From an optimization exercise on the open Yosys and OpenROAD flow, aimed at small area, a short achievable clock period and few clock cycles per item; shortcuts taken in it are not production practice.
Where RTL was checked, it was by simulation tests only, not by an equivalence proof against the original.
The RTL of run 2 was laid out without a check of its function.

## flow/design.v (module list and top-level ports; edited modules follow where they fit)
// module Calvalid: 906 lines
// module CalvalidR: 911 lines
// module LowN: 9 lines
// module LowR: 3 lines
// module HiBit: 5 lines
// module LowBit: 4 lines
// module And2: 3 lines
// module And3: 3 lines
// module And4: 3 lines
// module Nand2: 3 lines
// module Nand3: 3 lines
// module Nor2: 3 lines
// module Nor3: 3 lines
// module FullAdd: 4 lines
// module HitTest: 36 lines
// module RippleSub: 35 lines
module HitTest(
    input clk,
    input rst,
    input start,
    input rsel,
    input [15:0] x,
    input [15:0] y,
    input [15:0] notex,
    input [15:0] notey,
    input signed [15:0] indx,
    input signed [15:0] indy,
    output valJR,
    output valE,
    output valr,
    output valR,
    output reg ready
);
  // ...
==> flow/flow/run.sh <==
#!/bin/bash
set -euo pipefail
B="BUFFER_PORTS_ARGS=-buffer_cell sky130_fd_sc_hd__buf_1"
R=orfs/results/sky130hd/HitTest/base
bash standard.sh "$B" floorplan > standard_floorplan.log 2>&1
cat > upsize.tcl <<EOT
read_liberty $FLOW_HOME/platforms/sky130hd/lib/sky130_fd_sc_hd__tt_025C_1v80.lib
read_db $R/2_floorplan.odb
set n 0
foreach inst [[ord::get_db_block] getInsts] {
  set name [\$inst getName]
  if {[[\$inst getMaster] getName] eq "sky130_fd_sc_hd__dfxtp_1" && [string match {n[ab][xy]*} \$name]} {
    replace_cell \$name sky130_fd_sc_hd__dfxtp_4
    incr n
  }
}
puts "upsized \$n registers"
write_db $R/2_floorplan.odb
EOT
openroad -no_init -exit upsize.tcl > upsize.log 2>&1
bash standard.sh "$B" SETUP_MOVE_SEQUENCE=sizeup,swap \
  "CTS_ARGS=-sink_clustering_enable -repair_clock_nets -sink_clustering_size 40 -sink_clustering_max_diameter 400 -distance_between_buffers 400 -branching_point_buffers_distance 400" \
  finish > standard_finish.log 2>&1
==> flow/standard.sh <==
#!/bin/bash
# synth_recipe.tcl (not shown) runs the flow's synth.tcl, then flattens the netlist and writes it again
# the make line also repeats each setting of config.mk as NAME=value (left out here)
make -C /OpenROAD-flow-scripts/flow DESIGN_CONFIG=/design/flow/config.mk WORK_HOME=/design/flow/orfs CLKGATE_MAP_FILE= SYNTH_SCRIPT=/design/flow/synth_recipe.tcl "${@:-finish}"
==> flow/config.mk <==
export PLATFORM = sky130hd
export DESIGN_NAME = HitTest
export DESIGN_NICKNAME = HitTest
export VERILOG_FILES = /design/flow/design.v
export SDC_FILE = /design/flow/constraint.sdc
export NUM_CORES = 4
export LEC_CHECK = 0
export CAP_MARGIN = 20
export CORE_MARGIN = 2
export CORE_UTILIZATION = 60
export SETUP_SLACK_MARGIN = 3.3
export SLEW_MARGIN = 20
export SYNTH_HIERARCHICAL = 1
export SYNTH_MINIMUM_KEEP_SIZE = 0
==> flow/constraint.sdc <==
create_clock -name core_clock -period 10.0 [get_ports {clk}]
set_input_delay 2.0000 -clock core_clock [delete_from_list [all_inputs] [get_ports {clk}]]
set_output_delay 2.0000 -clock core_clock [all_outputs]
set_load 0.01 [all_outputs]
==> impl_results.md, run 1 <==
- Status: complete, no violations
- Final core utilization: 0.638
- Clk root buf: clkbuf_16
- Setup violations, final: 0
- Share of the synthesized area in the top cell type: 0.584
- Crit path max-delay family: adder cells
- Die ar.: 0.0320 mm²
- Worst Hold Endpoint: rs
- Origin of the worst setup path: nax[8]
- Residual DRC: 0
- Data required, critical path: 8.00 ns
- IO Pins: 105
- Final HPWL DP: 36.9 mm
- Layout Nets: 2454
- Non-clock inverter count: 55
- Register share of the cell area: 0.0856
- Tcrit/Tclk final: 0.689
- Post-DRT Antenna Nets: 0
- Wirelength per Cell: 21.7 µm
- Worst-path maximum fanout: 18
- Sink Count: 70
- Most crowded layer after global routing: met2
- Worst hold-check path type: in -> reg
- Minimum clock period after layout: 6.89 ns
- Crit-path most repeated cell: fa_2
- Core ar.: 0.0303 mm²
- Relative slew slack: 0.658
- Die Height: 179 µm
Testbench counts, summed over its fixed seeds: cycles 16,000, items 16,000.
==> module Calvalid, before the edit <==
module Calvalid(
    input [16:0] na, nb,
    input rsel,
    output inJR, inE, inR
);
wire [16:0] a = ~na;
wire [16:0] b = ~nb;
wire t1 = a[1] & ~a[0];
wire t2 = a[2] & ~a[1];
wire t3 = a[3] & ~a[2];
wire t4 = a[4] & ~a[3];
wire t5 = a[5] & ~a[4];
wire t6 = a[6] & ~a[5];
wire t7 = a[7] & ~a[6];
wire t8 = a[8] & ~a[7];
wire t9 = a[9] & ~a[8];
wire t10 = a[10] & ~a[9];
wire t11 = a[11] & ~a[10];
wire t12 = a[12] & ~a[11];
wire t13 = a[13] & ~a[12];
wire t14 = a[14] & ~a[13];
wire t15 = a[15] & ~a[14];
wire t16 = a[0] & a[1];
wire t17 = a[0] & a[2];
wire t18 = a[0] & a[3];
wire t19 = a[0] & a[4];
wire t20 = a[0] & a[5];
wire t21 = a[0] & a[6];
wire t22 = a[0] & a[7];
wire t23 = a[0] & a[8];
wire t24 = a[0] & a[9];
wire t25 = a[0] & a[10];
wire t26 = a[0] & a[11];
wire t27 = a[0] & a[12];
wire t28 = a[0] & a[13];
wire t29 = a[0] & a[14];
wire t30 = a[0] & a[15];
wire t31 = a[1] & a[2];
wire t32 = a[1] & a[3];
wire t33 = a[1] & a[4];
wire t34 = a[1] & a[5];
wire t35 = a[1] & a[6];
wire t36 = a[1] & a[7];
wire t37 = a[1] & a[8];
wire t38 = a[1] & a[9];
wire t39 = a[1] & a[10];
wire t40 = a[1] & a[11];
wire t41 = a[1] & a[12];
wire t42 = a[1] & a[13];
wire t43 = a[1] & a[14];
wire t44 = a[1] & a[15];
wire t45 = a[2] & a[3];
wire t46 = a[2] & a[4];
wire t47 = a[2] & a[5];
wire t48 = a[2] & a[6];
wire t49 = a[2] & a[7];
wire t50 = a[2] & a[8];
wire t51 = a[2] & a[9];
wire t52 = a[2] & a[10];
wire t53 = a[2] & a[11];
wire t54 = a[2] & a[12];
wire t55 = a[2] & a[13];
wire t56 = a[2] & a[14];
wire t57 = a[2] & a[15];
wire t58 = a[3] & a[4];
wire t59 = a[3] & a[5];
wire t60 = a[3] & a[6];
wire t61 = a[3] & a[7];
wire t62 = a[3] & a[8];
wire t63 = a[3] & a[9];
wire t64 = a[3] & a[10];
wire t65 = a[3] & a[11];
wire t66 = a[3] & a[12];
wire t67 = a[3] & a[13];
wire t68 = a[3] & a[14];
wire t69 = a[3] & a[15];
wire t70 = a[4] & a[5];
wire t71 = a[4] & a[6];
wire t72 = a[4] & a[7];
wire t73 = a[4] & a[8];
wire t74 = a[4] & a[9];
wire t75 = a[4] & a[10];
wire t76 = a[4] & a[11];
wire t77 = a[4] & a[12];
wire t78 = a[4] & a[13];
wire t79 = a[4] & a[14];
wire t80 = a[4] & a[15];
wire t81 = a[5] & a[6];
wire t82 = a[5] & a[7];
wire t83 = a[5] & a[8];
wire t84 = a[5] & a[9];
wire t85 = a[5] & a[10];
wire t86 = a[5] & a[11];
wire t87 = a[5] & a[12];
wire t88 = a[5] & a[13];
wire t89 = a[5] & a[14];
wire t90 = a[5] & a[15];
wire t91 = a[6] & a[7];
wire t92 = a[6] & a[8];
wire t93 = a[6] & a[9];
wire t94 = a[6] & a[10];
wire t95 = a[6] & a[11];
wire t96 = a[6] & a[12];
wire t97 = a[6] & a[13];
wire t98 = a[6] & a[14];
wire t99 = a[6] & a[15];
wire t100 = a[7] & a[8];
wire t101 = a[7] & a[9];
wire t102 = a[7] & a[10];
wire t103 = a[7] & a[11];
wire t104 = a[7] & a[12];
wire t105 = a[7] & a[13];
wire t106 = a[7] & a[14];
wire t107 = a[7] & a[15];
wire t108 = a[8] & a[9];
wire t109 = a[8] & a[10];
wire t110 = a[8] & a[11];
wire t111 = a[8] & a[12];
wire t112 = a[8] & a[13];
wire t113 = a[8] & a[14];
wire t114 = a[8] & a[15];
wire t115 = a[9] & a[10];
wire t116 = a[9] & a[11];
wire t117 = a[9] & a[12];
wire t118 = a[9] & a[13];
wire t119 = a[9] & a[14];
wire t120 = a[9] & a[15];
wire t121 = a[10] & a[11];
wire t122 = a[10] & a[12];
wire t123 = a[10] & a[13];
wire t124 = a[10] & a[14];
wire t125 = a[10] & a[15];
wire t126 = a[11] & a[12];
wire t127 = a[11] & a[13];
wire t128 = a[11] & a[14];
wire t129 = a[11] & a[15];
wire t130 = a[12] & a[13];
wire t131 = a[12] & a[14];
wire t132 = a[12] & a[15];
wire t133 = a[13] & a[14];
wire t134 = a[13] & a[15];
wire t135 = a[14] & a[15];
wire t136 = ~(a[16] & a[0]);
wire t137 = ~(a[16] & a[1]);
wire t138 = ~(a[16] & a[2]);
wire t139 = ~(a[16] & a[3]);
wire t140 = ~(a[16] & a[4]);
wire t141 = ~(a[16] & a[5]);
wire t142 = ~(a[16] & a[6]);
wire t143 = ~(a[16] & a[7]);
wire t144 = ~(a[16] & a[8]);
wire t145 = ~(a[16] & a[9]);
wire t146 = ~(a[16] & a[10]);
wire t147 = ~(a[16] & a[11]);
wire t148 = ~(a[16] & a[12]);
wire t149 = ~(a[16] & a[13]);
wire t150 = ~(a[16] & a[14]);
wire t151 = b[1] & ~b[0];
wire t152 = b[2] & ~b[1];
wire t153 = b[3] & ~b[2];
wire t154 = b[4] & ~b[3];
wire t155 = b[5] & ~b[4];
wire t156 = b[6] & ~b[5];
wire t157 = b[7] & ~b[6];
wire t158 = b[8] & ~b[7];
wire t159 = b[9] & ~b[8];
wire t160 = b[10] & ~b[9];
wire t161 = b[11] & ~b[10];
wire t162 = b[12] & ~b[11];
wire t163 = b[13] & ~b[12];
wire t164 = b[14] & ~b[13];
wire t165 = b[15] & ~b[14];
wire t166 = b[0] & b[1];
wire t167 = b[0] & b[2];
wire t168 = b[0] & b[3];
wire t169 = b[0] & b[4];
wire t170 = b[0] & b[5];
wire t171 = b[0] & b[6];
wire t172 = b[0] & b[7];
wire t173 = b[0] & b[8];
wire t174 = b[0] & b[9];
wire t175 = b[0] & b[10];
wire t176 = b[0] & b[11];
wire t177 = b[0] & b[12];
wire t178 = b[0] & b[13];
wire t179 = b[0] & b[14];
wire t180 = b[0] & b[15];
wire t181 = b[1] & b[2];
wire t182 = b[1] & b[3];
wire t183 = b[1] & b[4];
wire t184 = b[1] & b[5];
wire t185 = b[1] & b[6];
wire t186 = b[1] & b[7];
wire t187 = b[1] & b[8];
wire t188 = b[1] & b[9];
wire t189 = b[1] & b[10];
wire t190 = b[1] & b[11];
wire t191 = b[1] & b[12];
wire t192 = b[1] & b[13];
wire t193 = b[1] & b[14];
wire t194 = b[1] & b[15];
wire t195 = b[2] & b[3];
wire t196 = b[2] & b[4];
wire t197 = b[2] & b[5];
wire t198 = b[2] & b[6];
wire t199 = b[2] & b[7];
wire t200 = b[2] & b[8];
wire t201 = b[2] & b[9];
wire t202 = b[2] & b[10];
wire t203 = b[2] & b[11];
wire t204 = b[2] & b[12];
wire t205 = b[2] & b[13];
wire t206 = b[2] & b[14];
wire t207 = b[2] & b[15];
wire t208 = b[3] & b[4];
wire t209 = b[3] & b[5];
wire t210 = b[3] & b[6];
wire t211 = b[3] & b[7];
wire t212 = b[3] & b[8];
wire t213 = b[3] & b[9];
wire t214 = b[3] & b[10];
wire t215 = b[3] & b[11];
wire t216 = b[3] & b[12];
wire t217 = b[3] & b[13];
wire t218 = b[3] & b[14];
wire t219 = b[3] & b[15];
wire t220 = b[4] & b[5];
wire t221 = b[4] & b[6];
wire t222 = b[4] & b[7];
wire t223 = b[4] & b[8];
wire t224 = b[4] & b[9];
wire t225 = b[4] & b[10];
wire t226 = b[4] & b[11];
wire t227 = b[4] & b[12];
wire t228 = b[4] & b[13];
wire t229 = b[4] & b[14];
wire t230 = b[4] & b[15];
wire t231 = b[5] & b[6];
wire t232 = b[5] & b[7];
wire t233 = b[5] & b[8];
wire t234 = b[5] & b[9];
wire t235 = b[5] & b[10];
wire t236 = b[5] & b[11];
wire t237 = b[5] & b[12];
wire t238 = b[5] & b[13];
wire t239 = b[5] & b[14];
wire t240 = b[5] & b[15];
wire t241 = b[6] & b[7];
wire t242 = b[6] & b[8];
wire t243 = b[6] & b[9];
wire t244 = b[6] & b[10];
wire t245 = b[6] & b[11];
wire t246 = b[6] & b[12];
wire t247 = b[6] & b[13];
wire t248 = b[6] & b[14];
wire t249 = b[6] & b[15];
wire t250 = b[7] & b[8];
wire t251 = b[7] & b[9];
wire t252 = b[7] & b[10];
wire t253 = b[7] & b[11];
wire t254 = b[7] & b[12];
wire t255 = b[7] & b[13];
wire t256 = b[7] & b[14];
wire t257 = b[7] & b[15];
wire t258 = b[8] & b[9];
wire t259 = b[8] & b[10];
wire t260 = b[8] & b[11];
wire t261 = b[8] & b[12];
wire t262 = b[8] & b[13];
wire t263 = b[8] & b[14];
wire t264 = b[8] & b[15];
wire t265 = b[9] & b[10];
wire t266 = b[9] & b[11];
wire t267 = b[9] & b[12];
wire t268 = b[9] & b[13];
wire t269 = b[9] & b[14];
wire t270 = b[9] & b[15];
wire t271 = b[10] & b[11];
wire t272 = b[10] & b[12];
wire t273 = b[10] & b[13];
wire t274 = b[10] & b[14];
wire t275 = b[10] & b[15];
wire t276 = b[11] & b[12];
wire t277 = b[11] & b[13];
wire t278 = b[11] & b[14];
wire t279 = b[11] & b[15];
wire t280 = b[12] & b[13];
wire t281 = b[12] & b[14];
wire t282 = b[12] & b[15];
wire t283 = b[13] & b[14];
wire t284 = b[13] & b[15];
wire t285 = b[14] & b[15];
wire t286 = ~(b[16] & b[0]);
wire t287 = ~(b[16] & b[1]);
wire t288 = ~(b[16] & b[2]);
wire t289 = ~(b[16] & b[3]);
wire t290 = ~(b[16] & b[4]);
wire t291 = ~(b[16] & b[5]);
wire t292 = ~(b[16] & b[6]);
wire t293 = ~(b[16] & b[7]);
wire t294 = ~(b[16] & b[8]);
wire t295 = ~(b[16] & b[9]);
wire t296 = ~(b[16] & b[10]);
wire t297 = ~(b[16] & b[11]);
wire t298 = ~(b[16] & b[12]);
wire t299 = ~(b[16] & b[13]);
wire t300 = ~(b[16] & b[14]);
wire s301, c301;
FullAdd fa301(.a(t16), .b(t17), .c(t166), .s(s301), .co(c301));
wire s302, c302;
FullAdd fa302(.a(t2), .b(t18), .c(t152), .s(s302), .co(c302));
wire s303, c303;
FullAdd fa303(.a(t19), .b(t31), .c(t32), .s(s303), .co(c303));
wire s304, c304;
FullAdd fa304(.a(t169), .b(t181), .c(t182), .s(s304), .co(c304));
wire s305, c305;
FullAdd fa305(.a(t3), .b(t20), .c(t33), .s(s305), .co(c305));
wire s306, c306;
FullAdd fa306(.a(t153), .b(t170), .c(t183), .s(s306), .co(c306));
wire s307, c307;
FullAdd fa307(.a(t21), .b(t34), .c(t45), .s(s307), .co(c307));
wire s308, c308;
FullAdd fa308(.a(t46), .b(t171), .c(t184), .s(s308), .co(c308));
wire s309 = t195 ^ t196;
wire c309 = t195 & t196;
wire s310, c310;
FullAdd fa310(.a(t4), .b(t22), .c(t35), .s(s310), .co(c310));
wire s311, c311;
FullAdd fa311(.a(t47), .b(t154), .c(t172), .s(s311), .co(c311));
wire s312 = t185 ^ t197;
wire c312 = t185 & t197;
wire s313, c313;
FullAdd fa313(.a(t23), .b(t36), .c(t48), .s(s313), .co(c313));
wire s314, c314;
FullAdd fa314(.a(t58), .b(t59), .c(t173), .s(s314), .co(c314));
wire s315, c315;
FullAdd fa315(.a(t186), .b(t198), .c(t208), .s(s315), .co(c315));
wire s316, c316;
FullAdd fa316(.a(t5), .b(t24), .c(t37), .s(s316), .co(c316));
wire s317, c317;
FullAdd fa317(.a(t49), .b(t60), .c(t155), .s(s317), .co(c317));
wire s318, c318;
FullAdd fa318(.a(t174), .b(t187), .c(t199), .s(s318), .co(c318));
wire s319, c319;
FullAdd fa319(.a(t25), .b(t38), .c(t50), .s(s319), .co(c319));
wire s320, c320;
FullAdd fa320(.a(t61), .b(t70), .c(t71), .s(s320), .co(c320));
wire s321, c321;
FullAdd fa321(.a(t175), .b(t188), .c(t200), .s(s321), .co(c321));
wire s322, c322;
FullAdd fa322(.a(t211), .b(t220), .c(t221), .s(s322), .co(c322));
wire s323, c323;
FullAdd fa323(.a(t6), .b(t26), .c(t39), .s(s323), .co(c323));
wire s324, c324;
FullAdd fa324(.a(t51), .b(t62), .c(t72), .s(s324), .co(c324));
wire s325, c325;
FullAdd fa325(.a(t156), .b(t176), .c(t189), .s(s325), .co(c325));
wire s326, c326;
FullAdd fa326(.a(t201), .b(t212), .c(t222), .s(s326), .co(c326));
wire s327, c327;
FullAdd fa327(.a(t27), .b(t40), .c(t52), .s(s327), .co(c327));
wire s328, c328;
FullAdd fa328(.a(t63), .b(t73), .c(t81), .s(s328), .co(c328));
wire s329 = t82 ^ t177;
wire c329 = t82 & t177;
wire s330, c330;
FullAdd fa330(.a(t7), .b(t28), .c(t41), .s(s330), .co(c330));
wire s331, c331;
FullAdd fa331(.a(t53), .b(t64), .c(t74), .s(s331), .co(c331));
wire s332, c332;
FullAdd fa332(.a(t29), .b(t42), .c(t54), .s(s332), .co(c332));
wire s333, c333;
FullAdd fa333(.a(t65), .b(t75), .c(t84), .s(s333), .co(c333));
wire s334 = t91 ^ t92;
wire c334 = t91 & t92;
wire s335, c335;
FullAdd fa335(.a(t8), .b(t30), .c(t43), .s(s335), .co(c335));
wire s336, c336;
FullAdd fa336(.a(t55), .b(t66), .c(t76), .s(s336), .co(c336));
wire s337, c337;
FullAdd fa337(.a(t85), .b(t93), .c(t158), .s(s337), .co(c337));
wire s338, c338;
FullAdd fa338(.a(t44), .b(t56), .c(t67), .s(s338), .co(c338));
wire s339, c339;
FullAdd fa339(.a(t77), .b(t86), .c(t94), .s(s339), .co(c339));
wire s340, c340;
FullAdd fa340(.a(t100), .b(t101), .c(t136), .s(s340), .co(c340));
wire s341, c341;
FullAdd fa341(.a(t194), .b(t206), .c(t217), .s(s341), .co(c341));
wire s342, c342;
FullAdd fa342(.a(t9), .b(t57), .c(t68), .s(s342), .co(c342));
wire s343, c343;
FullAdd fa343(.a(t78), .b(t87), .c(t95), .s(s343), .co(c343));
wire s344, c344;
FullAdd fa344(.a(t102), .b(t137), .c(t159), .s(s344), .co(c344));
wire s345 = t207 ^ t218;
wire c345 = t207 & t218;
wire s346, c346;
FullAdd fa346(.a(t69), .b(t79), .c(t88), .s(s346), .co(c346));
wire s347, c347;
FullAdd fa347(.a(t96), .b(t103), .c(t108), .s(s347), .co(c347));
wire s348, c348;
FullAdd fa348(.a(t109), .b(t138), .c(t219), .s(s348), .co(c348));
wire s349 = t229 ^ t238;
wire c349 = t229 & t238;
wire s350, c350;
FullAdd fa350(.a(t10), .b(t80), .c(t89), .s(s350), .co(c350));
wire s351, c351;
FullAdd fa351(.a(t97), .b(t104), .c(t110), .s(s351), .co(c351));
wire s352 = t139 ^ t160;
wire c352 = t139 & t160;
wire s353, c353;
FullAdd fa353(.a(t90), .b(t98), .c(t105), .s(s353), .co(c353));
wire s354, c354;
FullAdd fa354(.a(t111), .b(t115), .c(t116), .s(s354), .co(c354));
wire s355 = t11 ^ t99;
wire c355 = t11 & t99;
wire s356 = t168 ^ c301;
wire c356 = t168 & c301;
wire s357, c357;
FullAdd fa357(.a(c302), .b(s303), .c(s304), .s(s357), .co(c357));
wire s358, c358;
FullAdd fa358(.a(c303), .b(c304), .c(s305), .s(s358), .co(c358));
wire s359, c359;
FullAdd fa359(.a(s309), .b(c305), .c(c306), .s(s359), .co(c359));
wire s360 = s307 ^ s308;
wire c360 = s307 & s308;
wire s361, c361;
FullAdd fa361(.a(c309), .b(s312), .c(c307), .s(s361), .co(c361));
wire s362, c362;
FullAdd fa362(.a(c308), .b(s310), .c(s311), .s(s362), .co(c362));
wire s363, c363;
FullAdd fa363(.a(t209), .b(c312), .c(c310), .s(s363), .co(c363));
wire s364, c364;
FullAdd fa364(.a(c311), .b(s313), .c(s314), .s(s364), .co(c364));
wire s365, c365;
FullAdd fa365(.a(t210), .b(c313), .c(c314), .s(s365), .co(c365));
wire s366, c366;
FullAdd fa366(.a(c315), .b(s316), .c(s317), .s(s366), .co(c366));
wire s367, c367;
FullAdd fa367(.a(c316), .b(c317), .c(c318), .s(s367), .co(c367));
wire s368, c368;
FullAdd fa368(.a(s319), .b(s320), .c(s321), .s(s368), .co(c368));
wire s369, c369;
FullAdd fa369(.a(c319), .b(c320), .c(c321), .s(s369), .co(c369));
wire s370, c370;
FullAdd fa370(.a(c322), .b(s323), .c(s324), .s(s370), .co(c370));
wire s371 = s325 ^ s326;
wire c371 = s325 & s326;
wire s372, c372;
FullAdd fa372(.a(t190), .b(t202), .c(t213), .s(s372), .co(c372));
wire s373, c373;
FullAdd fa373(.a(t223), .b(t231), .c(t232), .s(s373), .co(c373));
wire s374, c374;
FullAdd fa374(.a(s329), .b(c323), .c(c324), .s(s374), .co(c374));
wire s375 = c325 ^ c326;
wire c375 = c325 & c326;
wire s376, c376;
FullAdd fa376(.a(t83), .b(t157), .c(t178), .s(s376), .co(c376));
wire s377, c377;
FullAdd fa377(.a(t191), .b(t203), .c(t214), .s(s377), .co(c377));
wire s378, c378;
FullAdd fa378(.a(t224), .b(t233), .c(c329), .s(s378), .co(c378));
wire s379, c379;
FullAdd fa379(.a(c327), .b(c328), .c(s330), .s(s379), .co(c379));
wire s380, c380;
FullAdd fa380(.a(t179), .b(t192), .c(t204), .s(s380), .co(c380));
wire s381, c381;
FullAdd fa381(.a(t215), .b(t225), .c(t234), .s(s381), .co(c381));
wire s382, c382;
FullAdd fa382(.a(t241), .b(t242), .c(s334), .s(s382), .co(c382));
wire s383, c383;
FullAdd fa383(.a(c330), .b(c331), .c(s332), .s(s383), .co(c383));
wire s384, c384;
FullAdd fa384(.a(t180), .b(t193), .c(t205), .s(s384), .co(c384));
wire s385, c385;
FullAdd fa385(.a(t216), .b(t226), .c(t235), .s(s385), .co(c385));
wire s386, c386;
FullAdd fa386(.a(t243), .b(c334), .c(c332), .s(s386), .co(c386));
wire s387, c387;
FullAdd fa387(.a(c333), .b(s335), .c(s336), .s(s387), .co(c387));
wire s388, c388;
FullAdd fa388(.a(t227), .b(t236), .c(t244), .s(s388), .co(c388));
wire s389, c389;
FullAdd fa389(.a(t250), .b(t251), .c(t286), .s(s389), .co(c389));
wire s390, c390;
FullAdd fa390(.a(c335), .b(c336), .c(c337), .s(s390), .co(c390));
wire s391, c391;
FullAdd fa391(.a(s338), .b(s339), .c(s340), .s(s391), .co(c391));
wire s392, c392;
FullAdd fa392(.a(t228), .b(t237), .c(t245), .s(s392), .co(c392));
wire s393, c393;
FullAdd fa393(.a(t252), .b(t287), .c(s345), .s(s393), .co(c393));
wire s394, c394;
FullAdd fa394(.a(c338), .b(c339), .c(c340), .s(s394), .co(c394));
wire s395, c395;
FullAdd fa395(.a(c341), .b(s342), .c(s343), .s(s395), .co(c395));
wire s396, c396;
FullAdd fa396(.a(t246), .b(t253), .c(t258), .s(s396), .co(c396));
wire s397, c397;
FullAdd fa397(.a(t259), .b(t288), .c(c345), .s(s397), .co(c397));
wire s398, c398;
FullAdd fa398(.a(s349), .b(c342), .c(c343), .s(s398), .co(c398));
wire s399, c399;
FullAdd fa399(.a(c344), .b(s346), .c(s347), .s(s399), .co(c399));
wire s400, c400;
FullAdd fa400(.a(t230), .b(t239), .c(t247), .s(s400), .co(c400));
wire s401, c401;
FullAdd fa401(.a(t254), .b(t260), .c(t289), .s(s401), .co(c401));
wire s402, c402;
FullAdd fa402(.a(c349), .b(s352), .c(c346), .s(s402), .co(c402));
wire s403, c403;
FullAdd fa403(.a(c347), .b(c348), .c(s350), .s(s403), .co(c403));
wire s404, c404;
FullAdd fa404(.a(t140), .b(t240), .c(t248), .s(s404), .co(c404));
wire s405, c405;
FullAdd fa405(.a(t255), .b(t261), .c(t265), .s(s405), .co(c405));
wire s406, c406;
FullAdd fa406(.a(t266), .b(t290), .c(c352), .s(s406), .co(c406));
wire s407, c407;
FullAdd fa407(.a(c350), .b(c351), .c(s353), .s(s407), .co(c407));
wire s408, c408;
FullAdd fa408(.a(t106), .b(t112), .c(t117), .s(s408), .co(c408));
wire s409, c409;
FullAdd fa409(.a(t141), .b(t161), .c(t249), .s(s409), .co(c409));
wire s410, c410;
FullAdd fa410(.a(t256), .b(t262), .c(t267), .s(s410), .co(c410));
wire s411, c411;
FullAdd fa411(.a(t291), .b(s355), .c(c353), .s(s411), .co(c411));
wire s412, c412;
FullAdd fa412(.a(t107), .b(t113), .c(t118), .s(s412), .co(c412));
wire s413, c413;
FullAdd fa413(.a(t121), .b(t122), .c(t142), .s(s413), .co(c413));
wire s414, c414;
FullAdd fa414(.a(t257), .b(t263), .c(t268), .s(s414), .co(c414));
wire s415, c415;
FullAdd fa415(.a(t271), .b(t272), .c(t292), .s(s415), .co(c415));
wire s416, c416;
FullAdd fa416(.a(t12), .b(t114), .c(t119), .s(s416), .co(c416));
wire s417, c417;
FullAdd fa417(.a(t123), .b(t143), .c(t162), .s(s417), .co(c417));
wire s418 = t264 ^ t269;
wire c418 = t264 & t269;
wire s419, c419;
FullAdd fa419(.a(t120), .b(t124), .c(t126), .s(s419), .co(c419));
wire s420, c420;
FullAdd fa420(.a(t127), .b(t144), .c(t270), .s(s420), .co(c420));
wire s421 = t13 ^ t125;
wire c421 = t13 & t125;
wire s422 = s306 ^ c357;
wire c422 = s306 & c357;
wire s423, c423;
FullAdd fa423(.a(s360), .b(s359), .c(c358), .s(s423), .co(c423));
wire s424, c424;
FullAdd fa424(.a(c360), .b(c359), .c(s361), .s(s424), .co(c424));
wire s425, c425;
FullAdd fa425(.a(s315), .b(c361), .c(s363), .s(s425), .co(c425));
wire s426 = c362 ^ s364;
wire c426 = c362 & s364;
wire s427, c427;
FullAdd fa427(.a(s318), .b(c363), .c(s365), .s(s427), .co(c427));
wire s428 = c364 ^ s366;
wire c428 = c364 & s366;
wire s429, c429;
FullAdd fa429(.a(s322), .b(c365), .c(s367), .s(s429), .co(c429));
wire s430 = c366 ^ s368;
wire c430 = c366 & s368;
wire s431, c431;
FullAdd fa431(.a(s371), .b(c367), .c(s369), .s(s431), .co(c431));
wire s432 = c368 ^ s370;
wire c432 = c368 & s370;
wire s433, c433;
FullAdd fa433(.a(s372), .b(s373), .c(s327), .s(s433), .co(c433));
wire s434, c434;
FullAdd fa434(.a(s328), .b(c371), .c(s375), .s(s434), .co(c434));
wire s435 = c369 ^ s374;
wire c435 = c369 & s374;
wire s436, c436;
FullAdd fa436(.a(c372), .b(c373), .c(s376), .s(s436), .co(c436));
wire s437, c437;
FullAdd fa437(.a(s377), .b(s331), .c(c375), .s(s437), .co(c437));
wire s438, c438;
FullAdd fa438(.a(s378), .b(c374), .c(s379), .s(s438), .co(c438));
wire s439, c439;
FullAdd fa439(.a(c376), .b(c377), .c(s380), .s(s439), .co(c439));
wire s440, c440;
FullAdd fa440(.a(s381), .b(s333), .c(c378), .s(s440), .co(c440));
wire s441, c441;
FullAdd fa441(.a(s382), .b(c379), .c(s383), .s(s441), .co(c441));
wire s442, c442;
FullAdd fa442(.a(c380), .b(c381), .c(s384), .s(s442), .co(c442));
wire s443, c443;
FullAdd fa443(.a(s385), .b(s337), .c(c382), .s(s443), .co(c443));
wire s444, c444;
FullAdd fa444(.a(s386), .b(c383), .c(s387), .s(s444), .co(c444));
wire s445, c445;
FullAdd fa445(.a(c384), .b(c385), .c(s388), .s(s445), .co(c445));
wire s446, c446;
FullAdd fa446(.a(s389), .b(s341), .c(c386), .s(s446), .co(c446));
wire s447, c447;
FullAdd fa447(.a(s390), .b(c387), .c(s391), .s(s447), .co(c447));
wire s448, c448;
FullAdd fa448(.a(c388), .b(c389), .c(s392), .s(s448), .co(c448));
wire s449, c449;
FullAdd fa449(.a(s344), .b(s393), .c(c390), .s(s449), .co(c449));
wire s450, c450;
FullAdd fa450(.a(s394), .b(c391), .c(s395), .s(s450), .co(c450));
wire s451, c451;
FullAdd fa451(.a(c392), .b(s396), .c(s348), .s(s451), .co(c451));
wire s452, c452;
FullAdd fa452(.a(c393), .b(s397), .c(c394), .s(s452), .co(c452));
wire s453, c453;
FullAdd fa453(.a(s398), .b(c395), .c(s399), .s(s453), .co(c453));
wire s454, c454;
FullAdd fa454(.a(c396), .b(s400), .c(s401), .s(s454), .co(c454));
wire s455, c455;
FullAdd fa455(.a(s351), .b(c397), .c(c398), .s(s455), .co(c455));
wire s456, c456;
FullAdd fa456(.a(s402), .b(c399), .c(s403), .s(s456), .co(c456));
wire s457, c457;
FullAdd fa457(.a(c400), .b(c401), .c(s404), .s(s457), .co(c457));
wire s458, c458;
FullAdd fa458(.a(s405), .b(s354), .c(s406), .s(s458), .co(c458));
wire s459, c459;
FullAdd fa459(.a(c402), .b(c403), .c(s407), .s(s459), .co(c459));
wire s460, c460;
FullAdd fa460(.a(c354), .b(c404), .c(c405), .s(s460), .co(c460));
wire s461, c461;
FullAdd fa461(.a(s408), .b(s409), .c(s410), .s(s461), .co(c461));
wire s462, c462;
FullAdd fa462(.a(c406), .b(s411), .c(c407), .s(s462), .co(c462));
wire s463, c463;
FullAdd fa463(.a(c355), .b(c408), .c(c409), .s(s463), .co(c463));
wire s464, c464;
FullAdd fa464(.a(c410), .b(s412), .c(s413), .s(s464), .co(c464));
wire s465, c465;
FullAdd fa465(.a(s414), .b(s415), .c(c411), .s(s465), .co(c465));
wire s466, c466;
FullAdd fa466(.a(t273), .b(t293), .c(s418), .s(s466), .co(c466));
wire s467, c467;
FullAdd fa467(.a(c412), .b(c413), .c(c414), .s(s467), .co(c467));
wire s468, c468;
FullAdd fa468(.a(c415), .b(s416), .c(s417), .s(s468), .co(c468));
wire s469, c469;
FullAdd fa469(.a(t274), .b(t276), .c(t277), .s(s469), .co(c469));
wire s470, c470;
FullAdd fa470(.a(t294), .b(c418), .c(c416), .s(s470), .co(c470));
wire s471, c471;
FullAdd fa471(.a(c417), .b(s419), .c(s420), .s(s471), .co(c471));
wire s472, c472;
FullAdd fa472(.a(t128), .b(t145), .c(t163), .s(s472), .co(c472));
wire s473, c473;
FullAdd fa473(.a(t275), .b(t278), .c(t295), .s(s473), .co(c473));
wire s474, c474;
FullAdd fa474(.a(s421), .b(c419), .c(c420), .s(s474), .co(c474));
wire s475, c475;
FullAdd fa475(.a(t129), .b(t130), .c(t131), .s(s475), .co(c475));
wire s476, c476;
FullAdd fa476(.a(t146), .b(t279), .c(t280), .s(s476), .co(c476));
wire s477, c477;
FullAdd fa477(.a(t281), .b(t296), .c(c421), .s(s477), .co(c477));
wire s478, c478;
FullAdd fa478(.a(t14), .b(t132), .c(t147), .s(s478), .co(c478));
wire s479 = t164 ^ t282;
wire c479 = t164 & t282;
wire s480, c480;
FullAdd fa480(.a(t133), .b(t134), .c(t148), .s(s480), .co(c480));
wire s481 = s362 ^ c423;
wire c481 = s362 & c423;
wire s482, c482;
FullAdd fa482(.a(s426), .b(c424), .c(s425), .s(s482), .co(c482));
wire s483, c483;
FullAdd fa483(.a(c426), .b(s428), .c(c425), .s(s483), .co(c483));
wire s484, c484;
FullAdd fa484(.a(c428), .b(s430), .c(c427), .s(s484), .co(c484));
wire s485, c485;
FullAdd fa485(.a(c430), .b(s432), .c(c429), .s(s485), .co(c485));
wire s486, c486;
FullAdd fa486(.a(c370), .b(s433), .c(s434), .s(s486), .co(c486));
wire s487 = s435 ^ c432;
wire c487 = s435 & c432;
wire s488, c488;
FullAdd fa488(.a(c433), .b(s436), .c(s437), .s(s488), .co(c488));
wire s489, c489;
FullAdd fa489(.a(c434), .b(c435), .c(s438), .s(s489), .co(c489));
wire s490, c490;
FullAdd fa490(.a(c436), .b(s439), .c(c437), .s(s490), .co(c490));
wire s491, c491;
FullAdd fa491(.a(s440), .b(c438), .c(s441), .s(s491), .co(c491));
wire s492, c492;
FullAdd fa492(.a(c439), .b(s442), .c(c440), .s(s492), .co(c492));
wire s493, c493;
FullAdd fa493(.a(s443), .b(c441), .c(s444), .s(s493), .co(c493));
wire s494, c494;
FullAdd fa494(.a(c442), .b(s445), .c(c443), .s(s494), .co(c494));
wire s495, c495;
FullAdd fa495(.a(s446), .b(c444), .c(s447), .s(s495), .co(c495));
wire s496, c496;
FullAdd fa496(.a(c445), .b(s448), .c(c446), .s(s496), .co(c496));
wire s497, c497;
FullAdd fa497(.a(s449), .b(c447), .c(s450), .s(s497), .co(c497));
wire s498, c498;
FullAdd fa498(.a(c448), .b(s451), .c(c449), .s(s498), .co(c498));
wire s499, c499;
FullAdd fa499(.a(s452), .b(c450), .c(s453), .s(s499), .co(c499));
wire s500, c500;
FullAdd fa500(.a(c451), .b(s454), .c(c452), .s(s500), .co(c500));
wire s501, c501;
FullAdd fa501(.a(s455), .b(c453), .c(s456), .s(s501), .co(c501));
wire s502, c502;
FullAdd fa502(.a(c454), .b(s457), .c(s458), .s(s502), .co(c502));
wire s503, c503;
FullAdd fa503(.a(c455), .b(c456), .c(s459), .s(s503), .co(c503));
wire s504, c504;
FullAdd fa504(.a(s460), .b(c457), .c(s461), .s(s504), .co(c504));
wire s505, c505;
FullAdd fa505(.a(c458), .b(s462), .c(c459), .s(s505), .co(c505));
wire s506, c506;
FullAdd fa506(.a(c460), .b(s463), .c(c461), .s(s506), .co(c506));
wire s507, c507;
FullAdd fa507(.a(s464), .b(c462), .c(s465), .s(s507), .co(c507));
wire s508, c508;
FullAdd fa508(.a(s466), .b(c463), .c(s467), .s(s508), .co(c508));
wire s509, c509;
FullAdd fa509(.a(c464), .b(s468), .c(c465), .s(s509), .co(c509));
wire s510, c510;
FullAdd fa510(.a(s469), .b(c466), .c(c467), .s(s510), .co(c510));
wire s511, c511;
FullAdd fa511(.a(s470), .b(c468), .c(s471), .s(s511), .co(c511));
wire s512, c512;
FullAdd fa512(.a(c469), .b(s472), .c(s473), .s(s512), .co(c512));
wire s513, c513;
FullAdd fa513(.a(c470), .b(s474), .c(c471), .s(s513), .co(c513));
wire s514, c514;
FullAdd fa514(.a(c472), .b(c473), .c(s475), .s(s514), .co(c514));
wire s515, c515;
FullAdd fa515(.a(s476), .b(s477), .c(c474), .s(s515), .co(c515));
wire s516, c516;
FullAdd fa516(.a(t297), .b(s479), .c(c475), .s(s516), .co(c516));
wire s517, c517;
FullAdd fa517(.a(c476), .b(s478), .c(c477), .s(s517), .co(c517));
wire s518, c518;
FullAdd fa518(.a(t283), .b(t284), .c(t298), .s(s518), .co(c518));
wire s519, c519;
FullAdd fa519(.a(c479), .b(c478), .c(s480), .s(s519), .co(c519));
wire s520, c520;
FullAdd fa520(.a(t15), .b(t149), .c(t165), .s(s520), .co(c520));
wire s521 = t299 ^ c480;
wire c521 = t299 & c480;
wire s522 = t135 ^ t150 ^ t285;
wire s523 = s427 ^ s483;
wire c523 = s427 & s483;
wire s524, c524;
FullAdd fa524(.a(s429), .b(c483), .c(s484), .s(s524), .co(c524));
wire s525, c525;
FullAdd fa525(.a(s431), .b(c484), .c(s485), .s(s525), .co(c525));
wire s526, c526;
FullAdd fa526(.a(c431), .b(s487), .c(s486), .s(s526), .co(c526));
wire s527, c527;
FullAdd fa527(.a(c487), .b(s488), .c(c486), .s(s527), .co(c527));
wire s528, c528;
FullAdd fa528(.a(c488), .b(s490), .c(c489), .s(s528), .co(c528));
wire s529, c529;
FullAdd fa529(.a(c490), .b(s492), .c(c491), .s(s529), .co(c529));
wire s530, c530;
FullAdd fa530(.a(c492), .b(s494), .c(c493), .s(s530), .co(c530));
wire s531, c531;
FullAdd fa531(.a(c494), .b(s496), .c(c495), .s(s531), .co(c531));
wire s532, c532;
FullAdd fa532(.a(c496), .b(s498), .c(c497), .s(s532), .co(c532));
wire s533, c533;
FullAdd fa533(.a(c498), .b(s500), .c(c499), .s(s533), .co(c533));
wire s534, c534;
FullAdd fa534(.a(s502), .b(c500), .c(c501), .s(s534), .co(c534));
wire s535, c535;
FullAdd fa535(.a(s504), .b(c502), .c(c503), .s(s535), .co(c535));
wire s536, c536;
FullAdd fa536(.a(s506), .b(c504), .c(s507), .s(s536), .co(c536));
wire s537, c537;
FullAdd fa537(.a(c506), .b(s508), .c(s509), .s(s537), .co(c537));
wire s538, c538;
FullAdd fa538(.a(c508), .b(s510), .c(s511), .s(s538), .co(c538));
wire s539, c539;
FullAdd fa539(.a(s512), .b(c510), .c(s513), .s(s539), .co(c539));
wire s540, c540;
FullAdd fa540(.a(c512), .b(s514), .c(c513), .s(s540), .co(c540));
wire s541, c541;
FullAdd fa541(.a(s516), .b(c514), .c(s517), .s(s541), .co(c541));
wire s542, c542;
FullAdd fa542(.a(s518), .b(c516), .c(s519), .s(s542), .co(c542));
wire s543, c543;
FullAdd fa543(.a(c518), .b(s520), .c(s521), .s(s543), .co(c543));
wire s544 = t300 ^ c520 ^ s522;
wire s545 = c485 ^ s526;
wire c545 = c485 & s526;
wire s546, c546;
FullAdd fa546(.a(s489), .b(c526), .c(s527), .s(s546), .co(c546));
wire s547, c547;
FullAdd fa547(.a(s491), .b(c527), .c(s528), .s(s547), .co(c547));
wire s548, c548;
FullAdd fa548(.a(s493), .b(c528), .c(s529), .s(s548), .co(c548));
wire s549, c549;
FullAdd fa549(.a(s495), .b(c529), .c(s530), .s(s549), .co(c549));
wire s550, c550;
FullAdd fa550(.a(s497), .b(c530), .c(s531), .s(s550), .co(c550));
wire s551, c551;
FullAdd fa551(.a(s499), .b(c531), .c(s532), .s(s551), .co(c551));
wire s552, c552;
FullAdd fa552(.a(s501), .b(c532), .c(s533), .s(s552), .co(c552));
wire s553, c553;
FullAdd fa553(.a(s503), .b(c533), .c(s534), .s(s553), .co(c553));
wire s554, c554;
FullAdd fa554(.a(s505), .b(c534), .c(s535), .s(s554), .co(c554));
wire s555, c555;
FullAdd fa555(.a(c505), .b(c535), .c(s536), .s(s555), .co(c555));
wire s556, c556;
FullAdd fa556(.a(c507), .b(s537), .c(c536), .s(s556), .co(c556));
wire s557, c557;
FullAdd fa557(.a(c509), .b(s538), .c(c537), .s(s557), .co(c557));
wire s558, c558;
FullAdd fa558(.a(c511), .b(s539), .c(c538), .s(s558), .co(c558));
wire s559, c559;
FullAdd fa559(.a(s515), .b(s540), .c(c539), .s(s559), .co(c559));
wire s560, c560;
FullAdd fa560(.a(c515), .b(s541), .c(c540), .s(s560), .co(c560));
wire s561, c561;
FullAdd fa561(.a(c517), .b(s542), .c(c541), .s(s561), .co(c561));
wire s562, c562;
FullAdd fa562(.a(c519), .b(s543), .c(c542), .s(s562), .co(c562));
wire s563 = c521 ^ s544 ^ c543;
wire s564 = a[0] ^ b[0];
wire c564 = a[0] & b[0];
wire s565 = t1 ^ t151;
wire c565 = t1 & t151;
wire s566, c566;
FullAdd fa566(.a(t167), .b(c565), .c(s301), .s(s566), .co(c566));
wire s567, c567;
FullAdd fa567(.a(s302), .b(s356), .c(c566), .s(s567), .co(c567));
wire s568, c568;
FullAdd fa568(.a(c356), .b(s357), .c(c567), .s(s568), .co(c568));
wire [5:0] ll = {s568, s567, s566, s565, c564, s564};
wire cr = c568;
wire [6:0] lx = {c524, c523, c482, c481, s424, c422, s358};
wire [6:0] ly = {s525, s524, s523, s482, s481, s423, s422};
wire cl;
wire h569;
LowBit #(.ZI(0)) hb569(.x(s545), .y(c525), .c(cl), .ok(h569));
wire okl = h569;
wire h570;
HiBit #(.ZI(0), .ZP(0)) hb570(.x(s546), .y(c545), .xp(s545), .yp(c525), .ok(h570));
wire h571;
HiBit #(.ZI(0), .ZP(0)) hb571(.x(s547), .y(c546), .xp(s546), .yp(c545), .ok(h571));
wire h572;
HiBit #(.ZI(0), .ZP(0)) hb572(.x(s548), .y(c547), .xp(s547), .yp(c546), .ok(h572));
wire h573;
HiBit #(.ZI(0), .ZP(0)) hb573(.x(s549), .y(c548), .xp(s548), .yp(c547), .ok(h573));
wire h574;
HiBit #(.ZI(1), .ZP(0)) hb574(.x(s550), .y(c549), .xp(s549), .yp(c548), .ok(h574));
wire h575;
HiBit #(.ZI(1), .ZP(1)) hb575(.x(s551), .y(c550), .xp(s550), .yp(c549), .ok(h575));
wire h576;
HiBit #(.ZI(1), .ZP(1)) hb576(.x(s552), .y(c551), .xp(s551), .yp(c550), .ok(h576));
wire h577;
HiBit #(.ZI(1), .ZP(1)) hb577(.x(s553), .y(c552), .xp(s552), .yp(c551), .ok(h577));
wire h578;
HiBit #(.ZI(1), .ZP(1)) hb578(.x(s554), .y(c553), .xp(s553), .yp(c552), .ok(h578));
wire h579;
HiBit #(.ZI(1), .ZP(1)) hb579(.x(s555), .y(c554), .xp(s554), .yp(c553), .ok(h579));
wire h580;
HiBit #(.ZI(1), .ZP(1)) hb580(.x(s556), .y(c555), .xp(s555), .yp(c554), .ok(h580));
wire h581;
HiBit #(.ZI(1), .ZP(1)) hb581(.x(s557), .y(c556), .xp(s556), .yp(c555), .ok(h581));
wire h582;
HiBit #(.ZI(1), .ZP(1)) hb582(.x(s558), .y(c557), .xp(s557), .yp(c556), .ok(h582));
wire h583;
HiBit #(.ZI(1), .ZP(1)) hb583(.x(s559), .y(c558), .xp(s558), .yp(c557), .ok(h583));
wire h584;
HiBit #(.ZI(1), .ZP(1)) hb584(.x(s560), .y(c559), .xp(s559), .yp(c558), .ok(h584));
wire h585;
HiBit #(.ZI(1), .ZP(1)) hb585(.x(s561), .y(c560), .xp(s560), .yp(c559), .ok(h585));
wire h586;
HiBit #(.ZI(1), .ZP(1)) hb586(.x(s562), .y(c561), .xp(s561), .yp(c560), .ok(h586));
wire h587;
HiBit #(.ZI(1), .ZP(1)) hb587(.x(s563), .y(c562), .xp(s562), .yp(c561), .ok(h587));
wire lJR, lE, lR;
LowN low(.ll(ll), .cr(cr), .lx(lx), .ly(ly), .rsel(rsel), .c(cl), .inJR(lJR), .inE(lE), .inR(lR));
wire q588;
Nand3 g588(.a(h570), .b(h571), .c(h572), .y(q588));
wire q589;
Nand3 g589(.a(h573), .b(h574), .c(h575), .y(q589));
wire q590;
Nand3 g590(.a(h576), .b(h577), .c(h578), .y(q590));
wire q591;
Nand3 g591(.a(h579), .b(h580), .c(h581), .y(q591));
wire q592;
Nand3 g592(.a(h582), .b(h583), .c(h584), .y(q592));
wire q593;
Nand3 g593(.a(h585), .b(h586), .c(h587), .y(q593));
wire q594;
Nor3 g594(.a(q588), .b(q589), .c(q590), .y(q594));
wire q595;
Nor3 g595(.a(q591), .b(q592), .c(q593), .y(q595));
And4 g596(.a(q594), .b(q595), .c(lJR), .d(okl), .y(inJR));
And4 g597(.a(q594), .b(q595), .c(lE), .d(okl), .y(inE));
And4 g598(.a(q594), .b(q595), .c(lR), .d(okl), .y(inR));
endmodule
==> module HitTest, before the edit <==
module HitTest(
    input clk,
    input rst,
    input start,
    input rsel,
    input [15:0] x,
    input [15:0] y,
    input [15:0] notex,
    input [15:0] notey,
    input signed [15:0] indx,
    input signed [15:0] indy,
    output valJR,
    output valE,
    output valr,
    output valR,
    output reg ready
);
reg [16:0] nax, nay, nbx, nby;
reg rs;
wire [16:0] dax, day, dbx, dby;
wire [15:0] nx = ~x, ny = ~y;    
RippleSub subax(.np(nx), .c(notex), .nd(dax));
RippleSub subay(.np(ny), .c(notey), .nd(day));
RippleSub subbx(.np(nx), .c(indx), .nd(dbx));
RippleSub subby(.np(ny), .c(indy), .nd(dby));
always @(posedge clk) begin
    ready <= start & ~rst;
    nax <= dax;
    nay <= day;
    nbx <= dbx;
    nby <= dby;
    rs <= rsel;
end
Calvalid calvN(.na(nax), .nb(nay), .rsel(rs), .inJR(valJR), .inE(valE), .inR(valr));
CalvalidR calvI(.na(nbx), .nb(nby), .rsel(rs), .inR(valR));
endmodule
==> inputs of run 2 (changes only) <==
--- a/flow/design.v
+++ b/flow/design.v
@@ -1,15 +1,16 @@
 module Calvalid(
-    input [16:0] na, nb,
+    input [15:0] na, nb,
+    input sa, sb,
     input rsel,
     output inJR, inE, inR
 );
-wire [16:0] a = ~na;
-wire [16:0] b = ~nb;
+wire [16:0] a = {sa, ~na};
+wire [16:0] b = {sb, ~nb};
 wire t1 = a[1] & ~a[0];
 wire t2 = a[2] & ~a[1];
 wire t3 = a[3] & ~a[2];
 wire t4 = a[4] & ~a[3];
 wire t5 = a[5] & ~a[4];
 wire t6 = a[6] & ~a[5];
 wire t7 = a[7] & ~a[6];
 wire t8 = a[8] & ~a[7];
@@ -900,22 +901,23 @@
 Nor3 g594(.a(q588), .b(q589), .c(q590), .y(q594));
 wire q595;
 Nor3 g595(.a(q591), .b(q592), .c(q593), .y(q595));
 And4 g596(.a(q594), .b(q595), .c(lJR), .d(okl), .y(inJR));
 And4 g597(.a(q594), .b(q595), .c(lE), .d(okl), .y(inE));
 And4 g598(.a(q594), .b(q595), .c(lR), .d(okl), .y(inR));
 endmodule
 module CalvalidR(
-    input [16:0] na, nb,
+    input [15:0] na, nb,
+    input sa, sb,
     input rsel,
     output inR
 );
-wire [16:0] a = ~na;
-wire [16:0] b = ~nb;
+wire [16:0] a = {sa, ~na};
+wire [16:0] b = {sb, ~nb};
 wire t1 = a[1] & ~a[0];
 wire t2 = a[2] & ~a[1];
 wire t3 = a[3] & ~a[2];
 wire t4 = a[4] & ~a[3];
 wire t5 = a[5] & ~a[4];
 wire t6 = a[6] & ~a[5];
 wire t7 = a[7] & ~a[6];
 wire t8 = a[8] & ~a[7];
@@ -1873,34 +1875,39 @@
     input signed [15:0] indx,
     input signed [15:0] indy,
     output valJR,
     output valE,
     output valr,
     output valR,
     output reg ready
 );
-reg [16:0] nax, nay, nbx, nby;
+reg [15:0] nax, nay, nbx, nby;
+reg sax, say, sbx, sby;
 reg rs;
 wire [16:0] dax, day, dbx, dby;
 wire [15:0] nx = ~x, ny = ~y;    
 RippleSub subax(.np(nx), .c(notex), .nd(dax));
 RippleSub subay(.np(ny), .c(notey), .nd(day));
 RippleSub subbx(.np(nx), .c(indx), .nd(dbx));
 RippleSub subby(.np(ny), .c(indy), .nd(dby));
 always @(posedge clk) begin
     ready <= start & ~rst;
-    nax <= dax;
-    nay <= day;
-    nbx <= dbx;
-    nby <= dby;
+    nax <= dax[15:0];
+    nay <= day[15:0];
+    nbx <= dbx[15:0];
+    nby <= dby[15:0];
+    sax <= ~dax[16];
+    say <= ~day[16];
+    sbx <= ~dbx[16];
+    sby <= ~dby[16];
     rs <= rsel;
 end
-Calvalid calvN(.na(nax), .nb(nay), .rsel(rs), .inJR(valJR), .inE(valE), .inR(valr));
-CalvalidR calvI(.na(nbx), .nb(nby), .rsel(rs), .inR(valR));
+Calvalid calvN(.na(nax), .nb(nay), .sa(sax), .sb(say), .rsel(rs), .inJR(valJR), .inE(valE), .inR(valr));
+CalvalidR calvI(.na(nbx), .nb(nby), .sa(sbx), .sb(sby), .rsel(rs), .inR(valR));
 endmodule
 module RippleSub(
     input [15:0] np,
     input [15:0] c,
     output [16:0] nd
 );
 wire [16:0] u = {np[15], np};
 wire [16:0] v = {c[15], c};
==> flow/flow/run.sh (replaced) <==
#!/bin/bash
set -euo pipefail
B="BUFFER_PORTS_ARGS=-buffer_cell sky130_fd_sc_hd__buf_1"
R=orfs/results/sky130hd/HitTest/base
bash standard.sh "$B" floorplan > standard_floorplan.log 2>&1
cat > upsize.tcl <<EOT
read_liberty $FLOW_HOME/platforms/sky130hd/lib/sky130_fd_sc_hd__tt_025C_1v80.lib
read_db $R/2_floorplan.odb
set n 0
foreach inst [[ord::get_db_block] getInsts] {
  set name [\$inst getName]
  if {[[\$inst getMaster] getName] eq "sky130_fd_sc_hd__dfxtp_1" && [string match {[ns][ab][xy]*} \$name]} {
    replace_cell \$name sky130_fd_sc_hd__dfxtp_4
    incr n
  }
}
puts "upsized \$n registers"
write_db $R/2_floorplan.odb
EOT
openroad -no_init -exit upsize.tcl > upsize.log 2>&1
bash standard.sh "$B" SETUP_MOVE_SEQUENCE=sizeup,swap finish > standard_finish.log 2>&1
==> run 2 against run 1 <==
Effect of this change:
- non-clock buffer count did not move
- setup slack got worse by 0.17 ns
- first-iteration DRC count rose by 3.4%
- routed wire length decreased by 0.92%
- flip-flop and latch count unchanged
- cell area rose by 0.39%
- global-route usage fell by 0.39 points
==> impl_results.md, run 2 <==
- Row Count: 64
- Die Height: 179 µm (about the same)
- Simple-Gate Fraction of Synth Area: 0.169
- Sink Count: 70 (unchanged)
- Final hold viol count: 0
- Compound-cell area share of the yosys netlist: 0.0244
- Total Routing Usage GR: 0.314
- Leading area contributor after synthesis: fa_1
- Sequential fraction of the synthesis area: 0.0762
- Post-DRT Antenna Nets: 0 (unchanged)
- Cell area after synthesis: 0.0184 mm²
- Max Root-Sink Buffers: 2
- Yosys Warn Count: 7
- IO Pins: 105 (unchanged)
- Wirelength per Cell: 21.4 µm (-1.1%)
- Crit path DAT: 5.07 ns
- Largest family of logic cells by synthesized area: adder cells
- Unrepaired setup endpoints after global routing: yes
- Ys flop type: dfxtp_1
- Residual DRC: 0 (unchanged)
- Drt total wl: 45.9 mm
- Post-Synth XOR/XNOR Area: 0.0521
- Largest net degree at the start of global routing: 19
- CTS tree: done
- Layout Nets: 2458 (+0.16%)
- PortBufs: 104
- Setup_tns: 0 ns
- Vias in the first global route: 13.7k
- Die width: 179 µm
- Starting density of the core: 0.606
- Data required, critical path: 8.00 ns (about the same)
- Cell variety after synth: 48
- Status: complete, no violations
- Initial antenna violation count: 1
- Highest Clock Rate: 142 MHz
- Relative slew slack: 0.699 (+0.0416)
- Clock transition at path regs: 0.07 ns
- Synth top area cells: fa_1 (58%), nor2_1 (10%), dfxtp_1 (7.6%)
- Number of synthesized flops with an enable pin: 0
- Syn Area/Cell: 10.4 µm²
- Core ar.: 0.0303 mm² (unchanged)
- Final HPWL DP: 36.4 mm (-1.4%)
- Critical path type: reg -> out
- Tcrit/Tclk final: 0.707 (+0.0172)
- Die ar.: 0.0321 mm² (about the same)
- 1st-pass router iterations: 5
- Synthesized instance count: 1760
- Slew @ Worst Pin: 0.450 ns
- # diodes: 0
- Post-synthesis mux area share: 0
- Clk root buf: clkbuf_16
- Syn-to-layout area delta: 5.69%
- Max-cap check violation count: 0
- Grt total ovfl: 0
- DR vias/cell: 5.79
- Hold slack: 1.83 ns
- Final Max Slew Viols: 0
- Setup violations, final: 0 (unchanged)
- Asr flop ratio synth: 0
- Leading cell type in the layout, fill and taps excluded: fa_1
- Yosys reg bits: 70
- Commonest non-fill, non-tap cells in the layout: fa_1 (521), nor2_1 (505), buf_1 (100)
- Vias: 12.4k
- Drt initial violations: 722
- First-pass GRT wire length: 74.6 mm
- Post-Synth Adder-Cell Area: 0.638
- # hold bufs at CTS: 0
- Design area: 0.0194 mm²
- Share of the synthesized area in the top cell type: 0.584 (about the same)
- Worst hold-check path type: in -> reg
- Worst-path maximum fanout: 18 (unchanged)
- Number of CTS-inserted buffers: 9
- Layout cells sized above 1: 0.0744
- H-tree levels: 3
- Nature of the critical path startpoint: flop
- Synth top cells by count: fa_1 (536), nor2_1 (507), clkbuf_1 (125), ha_1 (79), dfxtp_1 (70)
- Syn_nets: 2475
- Minimum clock period after layout: 7.07 ns (+0.171 ns)
- Post-DP Area: 0.0190 mm²
- Routability cong.: 0.904
- Count leader, synth: fa_1
- Critical path endpoint category: output pin
==> run 2: worst max-delay path, stage by stage (launching register included) <==
cell     delay [ns]
dfxtp_4        0.49
nor2b_2        0.22
fa_1           0.43
fa_1           0.55
fa_1           0.45
fa_1           0.40
fa_2           0.54
fa_2           0.47
xor2_2         0.16
xnor2_1        0.15
nand3_1        0.13
nor3_4         0.35
and4_1         0.24
buf_2          0.13
==> run 2: modules after synthesis, one instance, submodules excluded, excerpt <==
| module | times used | flip-flops and latches | cells inside | area (µm²) |
|---|---|---|---|---|
| FullAdd | 534 | 0 | 1 | 20.0 |
| Calvalid | 1 | 0 | 399 | 1940 |
| LowN | 1 | 0 | 65 | 499 |
| CalvalidR | 1 | 0 | 392 | 1850 |
| And4 | 4 | 0 | 1 | 8.76 |
| And2 | 1 | 0 | 1 | 6.26 |
| LowR | 1 | 0 | 19 | 141 |
==> run 2: logic make-up after synthesis <==
group,after synthesis
simple gates,712
fa+ha+maj,615
buf+inv,191
xor+xnor,103
flops,70
compound gates,69
==> run 2: through the flow <==
stage          utilization  instances  worst slack, ns
2_1_floorplan            -       1760             3.45
3_3_place_gp         0.626       2128             3.15
3_5_place_dp         0.626       2128             3.14
4_1_cts              0.639       2144             2.98
5_1_grt              0.640       2144             2.80
6_report             0.640       2144             2.93
==> run 2: per-layer routing <==
| metal | wire length (µm) | global-route usage | part of all wire | vias to the layer above |
|---|---|---|---|---|
| met5 | 0 | 0 | 0 | - |
| met4 | 1450 | 0.0921 | 0.032 | 0 |
| met3 | 3620 | 0.0581 | 0.079 | 77 |
| met2 | 22400 | 0.513 | 0.49 | 477 |
| met1 | 18400 | 0.433 | 0.40 | 6536 |
| li1 | - | - | - | 5331 |
==> run 2: timing repair <==
item	4_1_cts	5_1_grt
buffers inserted	0	0
gates resized for setup	32	7
setup endpoints to repair	4	4
pin swaps	13	8
endpoints found under the hold margin	0	0
==> run 2: layout make-up <==
type | count | area [µm²]
Clock buffer | 9 | 225
Clock inverter | 7 | 88.8
Fill cell | 2489 | 10900
Inverter | 59 | 221
Multi-Input combinational cell | 1499 | 16300
Sequential cell | 70 | 1660
Tap cell | 396 | 495
Timing Repair Buffer | 104 | 395
==> run 2: final timing paths <==
kind	depth (start not counted)	to	start	slack (ns)
max	13	valr	nax[8]	2.93
min	1	rs	rsel	1.83

## static timing again, ports no longer ideal
The results above use ideal ports. As a check the final layouts listed here were re-extracted and re-timed, cells and wires unchanged. Step 1, drivers: a clkbuf_16 drives clk and a buf_2 each remaining input, both assumed. Step 2, shift: input delay + t, output delay - t, t = (earliest + latest rising clock arrival at the registers) / 2. This alone moves slack from input paths to output paths. a / b / c = ideal / step 1 / step 2; a / b = the first two.
run | t (ns) | setup slack, ns | hold slack, ns | worst setup path after step 2
run 1 | 0.390 | 3.106 / 3.057 / 3.447 | 1.748 / 1.726 / 2.116 | register to output
run 2 | 0.379 | 2.934 / 2.891 / 3.270 | 1.832 / 1.811 / 2.189 | register to output
After both steps every run listed still meets setup and hold.
